What follows belongs to an exercise in optimizing a design on an open flow for small area; a production flow would make more cautious choices.
Only simulation tests tie the RTL to the original design; equivalence was not proved.
The flow treats the clock pin as an ideal source, which a real chip does not have.
Power is estimated from default activity; no workload was simulated.

==> inputs of run a <==
==> flow/design.v <==
module BankTicketMachineFSM (
    input clk,
    input rst_n,
    input [2:0] service_ButtonPress,
    input [3:0] officer_ButtonPress,
    output reg [6:0] Tickernum,
    output reg [1:0] Desknum,
    output reg [15:0] ticket_WaitingCustomers,
    output reg [2:0] ticket_ServiceType
    );
wire [2:0] s = service_ButtonPress;
wire [3:0] o = officer_ButtonPress;
wire s_oh = (s == 3'b001) | (s == 3'b010) | (s == 3'b100);
wire o_oh = (o == 4'b0001) | (o == 4'b0010) | (o == 4'b0100) | (o == 4'b1000);
wire [2:0] act_d = (s != 3'b000) ? (s_oh ? {1'b0, s[2] | s[1], s[2] | s[0]} : 3'b000)
                                 : (o_oh ? {1'b1, o[3] | o[2], o[3] | o[1]} : 3'b000);
reg [2:0] act;
reg vld;
always @(posedge clk or negedge rst_n) begin
    if (!rst_n) begin
        act <= 3'b000;
        vld <= 1'b0;
    end else begin
        act <= act_d;
        vld <= 1'b1;
    end
end
reg [15:0] q0, q1, q2;
wire nz0 = |q0;
wire nz1 = |q1;
wire nz2 = |q2;
wire isS = ~act[2] & (act[1] | act[0]);
wire S0 = (act == 3'b001);
wire S1 = (act == 3'b010);
wire S2 = (act == 3'b011);
wire O1 = (act == 3'b100);
wire O2 = (act == 3'b101);
wire O3 = (act == 3'b110);
wire O4 = (act == 3'b111);
wire sel0 = S0 | ((O1 | O4) & nz0) | (O3 & ~nz2 & nz0);
wire sel1 = S1 | (O1 & ~nz0 & nz1) | (O2 & nz1) | (O3 & ~nz2 & ~nz0 & nz1);
wire sel2 = S2 | (O1 & ~nz0 & ~nz1 & nz2) | (O2 & ~nz1 & nz2) | (O3 & nz2) | (O4 & ~nz0 & nz2);
wire found = act[2] & (sel0 | sel1 | sel2);
wire [15:0] qs = ({16{sel0}} & q0) | ({16{sel1}} & q1) | ({16{sel2}} & q2);
wire [15:0] x = qs ^ {16{act[2]}};
wire [15:0] t;
assign t[0] = vld;
genvar i;
generate for (i = 1; i < 16; i = i + 1) begin : chain
    assign t[i] = t[i-1] & x[i-1];
end endgenerate
wire [15:0] nq = qs ^ t;
always @(posedge clk) begin
    if (sel0 | ~vld) q0 <= nq;
    if (sel1 | ~vld) q1 <= nq;
    if (sel2 | ~vld) q2 <= nq;
end
always @(posedge clk or negedge rst_n) begin
    if (!rst_n) begin
        Tickernum <= 7'd0;
        Desknum <= 2'd0;
        ticket_WaitingCustomers <= 16'd0;
        ticket_ServiceType <= 3'b000;
    end else begin
        if (found) Tickernum <= Tickernum + 1'b1;
        if (O1) Desknum <= 2'd0;
        if (O2) Desknum <= 2'd1;
        if (O3) Desknum <= 2'd2;
        if (isS) begin
            ticket_WaitingCustomers <= qs;
            ticket_ServiceType <= {S2, S1, S0};
        end
    end
end
endmodule
==> flow/flow/run.sh <==
#!/bin/bash
# The standard ORFS layout (standard.sh) with three changes:
#  - the port buffers are sky130_fd_sc_hd__buf_1 cells;
#  - the clock is buffered by flow/clkbuf.tcl before CTS: a root buffer on
#    the clock port drives one buffer per group of registers. The clock net
#    then has a single sink and clock_tree_synthesis leaves it as it is;
#  - no dummy clock loads;
#  - after synthesis, flow/downsize.tcl gives each gate its smallest drive
#    strength, and the buffers synthesis added are removed; the repairs
#    size up what the layout needs.
# make's output goes to flow_make.log; each ORFS step logs to orfs/logs.
set -euo pipefail
here=$(pwd)
export BUFFER_PORTS_ARGS="-buffer_cell sky130_fd_sc_hd__buf_1"
export PRE_CTS_TCL="$here/flow/clkbuf.tcl"
export CTS_ARGS="-clk_nets clk -dont_use_dummy_load -buf_list sky130_fd_sc_hd__clkbuf_16"
export PRE_FLOORPLAN_TCL="$here/flow/downsize.tcl"
export REMOVE_ABC_BUFFERS=1
export CLKROOT_CELL=sky130_fd_sc_hd__clkbuf_4
export CLKLEAF_CELL=sky130_fd_sc_hd__clkbuf_8
export CLK_COLS=3
export CLK_ROWS=2
bash standard.sh > flow_make.log 2>&1
==> flow/flow/clkbuf.tcl <==
# Clock buffering in place of the H-tree: split the register clock pins into
# CLK_COLS x CLK_ROWS groups of equal size by position, drive each group from
# one CLKLEAF_CELL buffer at the group's centre, and drive those buffers from
# one CLKROOT_CELL buffer on the clock port. The clock net then has a single
# sink, so clock_tree_synthesis leaves it alone.
set block [ord::get_db_block]
set clknet [$block findNet clk]
set leafm [[ord::get_db] findMaster $::env(CLKLEAF_CELL)]
set rootm [[ord::get_db] findMaster $::env(CLKROOT_CELL)]
set cols $::env(CLK_COLS)
set rows $::env(CLK_ROWS)
set pins {}
foreach it [$clknet getITerms] {
  set bb [[$it getInst] getBBox]
  lappend pins [list $it [expr {([$bb xMin] + [$bb xMax]) / 2}] [expr {([$bb yMin] + [$bb yMax]) / 2}]]
}
set n [llength $pins]
set groups {}
set byx [lsort -integer -index 1 $pins]
for {set c 0} {$c < $cols} {incr c} {
  set slice [lrange $byx [expr {$c * $n / $cols}] [expr {($c + 1) * $n / $cols - 1}]]
  set m [llength $slice]
  set byy [lsort -integer -index 2 $slice]
  for {set r 0} {$r < $rows} {incr r} {
    lappend groups [lrange $byy [expr {$r * $m / $rows}] [expr {($r + 1) * $m / $rows - 1}]]
  }
}
set root [odb::dbInst_create $block $rootm clkbuf_root]
set rnet [odb::dbNet_create $block clknet_root]
$rnet setSigType CLOCK
[$root findITerm A] connect $clknet
[$root findITerm X] connect $rnet
set ax 0; set ay 0; set k 0; set sizes {}
foreach g $groups {
  set sx 0; set sy 0
  foreach p $g { incr sx [lindex $p 1]; incr sy [lindex $p 2] }
  set gx [expr {$sx / [llength $g]}]; set gy [expr {$sy / [llength $g]}]
  incr ax $gx; incr ay $gy
  set inst [odb::dbInst_create $block $leafm clkbuf_leaf_$k]
  set net [odb::dbNet_create $block clknet_leaf_$k]
  $net setSigType CLOCK
  [$inst findITerm A] connect $rnet
  [$inst findITerm X] connect $net
  $inst setLocation [expr {$gx - [$leafm getWidth] / 2}] [expr {$gy - [$leafm getHeight] / 2}]
  $inst setPlacementStatus PLACED
  foreach p $g {
    set it [lindex $p 0]
    $it disconnect
    $it connect $net
  }
  lappend sizes [llength $g]
  incr k
}
$root setLocation [expr {$ax / $k - [$rootm getWidth] / 2}] [expr {$ay / $k - [$rootm getHeight] / 2}]
$root setPlacementStatus PLACED
puts "clkbuf: $n clock pins in groups of $sizes"
==> flow/flow/downsize.tcl <==
# Synthesis sizes some gates for speed it does not need. Give every
# combinational cell the smallest-area drive strength of its kind; the
# timing repairs that follow size up whatever the layout needs.
set n 0
foreach inst [get_cells *] {
  set m [get_property $inst ref_name]
  if {![regexp {^(sky130_fd_sc_hd__[a-z0-9]+)_([0-9]+)$} $m -> base drive]} continue
  if {[regexp {__(df|edf|sdf|dl|conb|tap|fill|decap)} $base]} continue
  set best $m
  set best_area [get_property [get_lib_cells */$m] area]
  foreach d {0 1 2} {
    set c [get_lib_cells -quiet */${base}_$d]
    if {$c eq ""} continue
    if {[get_property $c dont_use]} continue
    set a [get_property $c area]
    if {$a < $best_area - 1e-6} { set best ${base}_$d; set best_area $a }
  }
  if {$best ne $m} {
    replace_cell $inst [get_lib_cells */$best]
    incr n
  }
}
puts "downsize: replaced $n cells"
==> flow/standard.sh <==
#!/bin/bash
# synth_recipe.tcl (not shown) runs the flow's synth.tcl, then flattens the netlist and writes it again
# the make line also repeats each setting of config.mk as NAME=value (left out here)
make -C /OpenROAD-flow-scripts/flow DESIGN_CONFIG=/design/flow/config.mk WORK_HOME=/design/flow/orfs CLKGATE_MAP_FILE= SYNTH_SCRIPT=/design/flow/synth_recipe.tcl "${@:-finish}"
==> flow/config.mk <==
export PLATFORM = sky130hd
export DESIGN_NAME = BankTicketMachineFSM
export DESIGN_NICKNAME = BankTicketMachineFSM
export VERILOG_FILES = /design/flow/design.v
export SDC_FILE = /design/flow/constraint.sdc
export NUM_CORES = 4
export LEC_CHECK = 0
export CAP_MARGIN = 20
export CORE_MARGIN = 2
export CORE_UTILIZATION = 40
export GPL_TIMING_DRIVEN = 0
export SLEW_MARGIN = 20
==> flow/constraint.sdc <==
create_clock -name core_clock -period 5.0 [get_ports {clk}]
set_input_delay 1.0000 -clock core_clock [delete_from_list [all_inputs] [get_ports {clk}]]
set_output_delay 1.0000 -clock core_clock [all_outputs]
set_load 0.01 [all_outputs]
==> inputs of run b, as changes to run a <==
==> flow/design.v, changed modules only <==
module BankTicketMachineFSM (
    input clk,
    input rst_n,
    input [2:0] service_ButtonPress,
    input [3:0] officer_ButtonPress,
    output reg [6:0] Tickernum,
    output reg [1:0] Desknum,
    output reg [15:0] ticket_WaitingCustomers,
    output reg [2:0] ticket_ServiceType
    );
reg [2:0] act;
reg vld;
reg [15:0] q0, q1, q2;
wire [2:0] act_d;
wire nz0, nz1, nz2;
wire sel0, sel1, sel2, en0, en1, en2, dn, ld_n;
wire [6:0] tn_d;
wire [1:0] dk_d;
wire [2:0] st_d;
bank_ctrl ctrl (
    .s(service_ButtonPress), .o(officer_ButtonPress), .act(act), .vld(vld),
    .nz0(nz0), .nz1(nz1), .nz2(nz2), .tn(Tickernum), .dk(Desknum), .st(ticket_ServiceType),
    .act_d(act_d), .sel0(sel0), .sel1(sel1), .sel2(sel2), .en0(en0), .en1(en1), .en2(en2),
    .dn(dn), .ld_n(ld_n), .tn_d(tn_d), .dk_d(dk_d), .st_d(st_d));
bank_nz z0 (.q(q0), .nz(nz0));
bank_nz z1 (.q(q1), .nz(nz1));
bank_nz z2 (.q(q2), .nz(nz2));
wire [15:0] qs_n, x, t_n, nq, wc_d;
wire [3:0] tg, pg_n;
genvar i;
generate for (i = 0; i < 16; i = i + 1) begin : bits
    wire wc_h;
    bank_aoi222 mx (.a1(sel0), .a2(q0[i]), .b1(sel1), .b2(q1[i]), .c1(sel2), .c2(q2[i]), .y(qs_n[i]));
    if (i < 15) begin : xb
        bank_xnor2 xg (.a(qs_n[i]), .b(dn), .y(x[i]));
    end else begin : xn
        assign x[i] = 1'b0;
    end
    if (i % 4 == 0) begin : g0
        bank_xnor2 ng (.a(qs_n[i]), .b(tg[i/4]), .y(nq[i]));
        assign t_n[i] = 1'b0;
    end else begin : gn
        if (i % 4 == 1) begin : n1
            bank_nand2 tg1 (.a(tg[i/4]), .b(x[i-1]), .y(t_n[i]));
        end else if (i % 4 == 2) begin : n2
            bank_nand3 tg2 (.a(tg[i/4]), .b(x[i-2]), .c(x[i-1]), .y(t_n[i]));
        end else begin : n3
            bank_nand4 tg3 (.a(tg[i/4]), .b(x[i-3]), .c(x[i-2]), .d(x[i-1]), .y(t_n[i]));
        end
        bank_xor2 ng (.a(qs_n[i]), .b(t_n[i]), .y(nq[i]));
    end
    bank_nand2 wh (.a(ticket_WaitingCustomers[i]), .b(ld_n), .y(wc_h));
    bank_o21ai wm (.a1(qs_n[i]), .a2(ld_n), .b1(wc_h), .y(wc_d[i]));
end endgenerate
generate for (i = 0; i < 3; i = i + 1) begin : grp
    bank_nand4 pg (.a(x[4*i]), .b(x[4*i+1]), .c(x[4*i+2]), .d(x[4*i+3]), .y(pg_n[i]));
end endgenerate
assign pg_n[3] = 1'b1;
assign tg[0] = vld;
bank_inv tg1 (.a(pg_n[0]), .y(tg[1]));
bank_nor2 tg2 (.a(pg_n[0]), .b(pg_n[1]), .y(tg[2]));
bank_nor3 tg3 (.a(pg_n[0]), .b(pg_n[1]), .c(pg_n[2]), .y(tg[3]));
always @(posedge clk or negedge rst_n) begin
    if (!rst_n) begin
        act <= 3'b000;
        vld <= 1'b0;
    end else begin
        act <= act_d;
        vld <= 1'b1;
    end
end
always @(posedge clk) begin
    if (en0) q0 <= nq;
    if (en1) q1 <= nq;
    if (en2) q2 <= nq;
end
always @(posedge clk or negedge rst_n) begin
    if (!rst_n) begin
        Tickernum <= 7'd0;
        Desknum <= 2'd0;
        ticket_WaitingCustomers <= 16'd0;
        ticket_ServiceType <= 3'b000;
    end else begin
        Tickernum <= tn_d;
        Desknum <= dk_d;
        ticket_WaitingCustomers <= wc_d;
        ticket_ServiceType <= st_d;
    end
end
endmodule
module bank_ctrl (
    input [2:0] s, input [3:0] o, input [2:0] act, input vld,
    input nz0, input nz1, input nz2,
    input [6:0] tn, input [1:0] dk, input [2:0] st,
    output [2:0] act_d,
    output sel0, output sel1, output sel2, output en0, output en1, output en2,
    output dn, output ld_n,
    output [6:0] tn_d, output [1:0] dk_d, output [2:0] st_d
    );
wire s_oh = (s == 3'b001) | (s == 3'b010) | (s == 3'b100);
wire o_oh = (o == 4'b0001) | (o == 4'b0010) | (o == 4'b0100) | (o == 4'b1000);
assign act_d = (s != 3'b000) ? (s_oh ? {1'b0, s[2] | s[1], s[2] | s[0]} : 3'b000)
                             : (o_oh ? {1'b1, o[3] | o[2], o[3] | o[1]} : 3'b000);
wire isS = ~act[2] & (act[1] | act[0]);
wire S0 = (act == 3'b001);
wire S1 = (act == 3'b010);
wire S2 = (act == 3'b011);
wire O1 = (act == 3'b100);
wire O2 = (act == 3'b101);
wire O3 = (act == 3'b110);
wire O4 = (act == 3'b111);
assign sel0 = S0 | ((O1 | O4) & nz0) | (O3 & ~nz2 & nz0);
assign sel1 = S1 | (O1 & ~nz0 & nz1) | (O2 & nz1) | (O3 & ~nz2 & ~nz0 & nz1);
assign sel2 = S2 | (O1 & ~nz0 & ~nz1 & nz2) | (O2 & ~nz1 & nz2) | (O3 & nz2) | (O4 & ~nz0 & nz2);
assign en0 = sel0 | ~vld;
assign en1 = sel1 | ~vld;
assign en2 = sel2 | ~vld;
assign dn = act[2];
assign ld_n = ~isS;
wire found = act[2] & (sel0 | sel1 | sel2);
assign tn_d = tn + found;
assign dk_d = O1 ? 2'd0 : O2 ? 2'd1 : O3 ? 2'd2 : dk;
assign st_d = isS ? {S2, S1, S0} : st;
endmodule
module bank_nz (input [15:0] q, output nz);
assign nz = |q;
endmodule
module bank_aoi222 (input a1, input a2, input b1, input b2, input c1, input c2, output y);
assign y = ~((a1 & a2) | (b1 & b2) | (c1 & c2));
endmodule
module bank_xor2 (input a, input b, output y);
assign y = a ^ b;
endmodule
module bank_xnor2 (input a, input b, output y);
assign y = ~(a ^ b);
endmodule
module bank_nand2 (input a, input b, output y);
assign y = ~(a & b);
endmodule
module bank_nor2 (input a, input b, output y);
assign y = ~(a | b);
endmodule
module bank_o21ai (input a1, input a2, input b1, output y);
assign y = ~((a1 | a2) & b1);
endmodule
module bank_nand3 (input a, input b, input c, output y);
assign y = ~(a & b & c);
endmodule
module bank_nand4 (input a, input b, input c, input d, output y);
assign y = ~(a & b & c & d);
endmodule
module bank_nor3 (input a, input b, input c, output y);
assign y = ~(a | b | c);
endmodule
module bank_nor4 (input a, input b, input c, input d, output y);
assign y = ~(a | b | c | d);
endmodule
module bank_inv (input a, output y);
assign y = ~a;
endmodule
--- a/flow/config.mk
+++ b/flow/config.mk
@@ -10,3 +10,5 @@
 export CORE_UTILIZATION = 40
 export GPL_TIMING_DRIVEN = 0
 export SLEW_MARGIN = 20
+export SYNTH_HIERARCHICAL = 1
+export SYNTH_MINIMUM_KEEP_SIZE = 0
==> run summary <==
Of run b and run a, run a has the higher maximum frequency (gap about 0.36%, measured against run a). Against run a, the sequential share of layout area of run b is higher by 0.34 points. In run b the synthesized cell count is smaller than in run a, by about 7%. Worst setup slack: run b is worse than run a (0.016 ns). In critical path depth, run a and run b do not differ. Between run a and run b, the lower wire length is in run b (gap 6.6%, measured against run b). Of run a and run b, run a has the higher first-iteration DRC count (gap about 7%, measured against run b). Between run a and run b, the lower register-to-register slack is in run b (gap 0.02 ns). Between run a and run b, the lower utilization is in run a (gap 1.6 points). Against run a, the combinational power of run b is lower by about 5%.
==> figures <==
Number of nets in the final layout: run a 328; run b 317
Weighted congestion reported at the end of routability-driven placement: run a 0.7956; run b 0.7453
Synthesis Warnings: run a 1; run b 7
Final instance count without filler cells: run a 424; run b 409
Result of the run: run a no timing/DRC/antenna violations; run b no timing/DRC/antenna violations
Largest stage delay on the critical path: run a 0.63 ns; run b 0.75 ns
Tightest hold margin: run a 0.3731 ns; run b 0.4609 ns
Post-route fraction of the period consumed by the critical path: run a 90.43%; run b 90.75%
Switching share of total power: run a 29.18%; run b 27.80%
Wire length on met2: run a 3599 um; run b 3380 um
Register-to-register setup slack: run a 0.48 ns; run b 0.46 ns
Critical path capture point: run a q0[15]; run b q2[15]
Ratio of total power to cell area: run a 372.6 mW/mm2; run b 364.0 mW/mm2
Part of the power in the clock network: run a 21.5%; run b 21.6%
Multi-input logic portion of the cell area: run a 31.04%; run b 30.32%
Number of placement rows: run a 34; run b 33
Area used by multi-input combinational logic: run a 0.001209 mm2; run b 0.001174 mm2
Worst path bufs/invs: run a 1; run b 0
Vertical die dimension: run a 97.34 um; run b 96.43 um
Clock latency of the later-clocked register in the worst-skew pair: run a 0.42 ns; run b 0.40 ns
Gr usage total: run a 15.57%; run b 15.19%
Arrival @ worst endpoint: run a 4.65 ns; run b 4.67 ns

-- separate check: timing with driven ports --
In the flow no input, the clock included, has a driving cell. The finished layouts below were timed again as built, in two steps. Step 1: set_driving_cell puts a clkbuf_16 on clk and a buf_2 on each other input, an assumption about the parent block. Step 2 also shifts input and output timing later by t, the mid clock arrival at the registers, as if the neighbouring blocks saw the same clock. Three values: ideal ports, drivers, drivers and shift; two values: the first two.
run	shift t [ns]	slack for setup (ns)	worst register clock-pin slew, ns
run a	0.438	0.479 / 0.479 / 0.479	0.09 / 0.09
run b	0.425	0.462 / 0.462 / 0.462	0.09 / 0.09
After both steps every run listed still meets setup and hold.
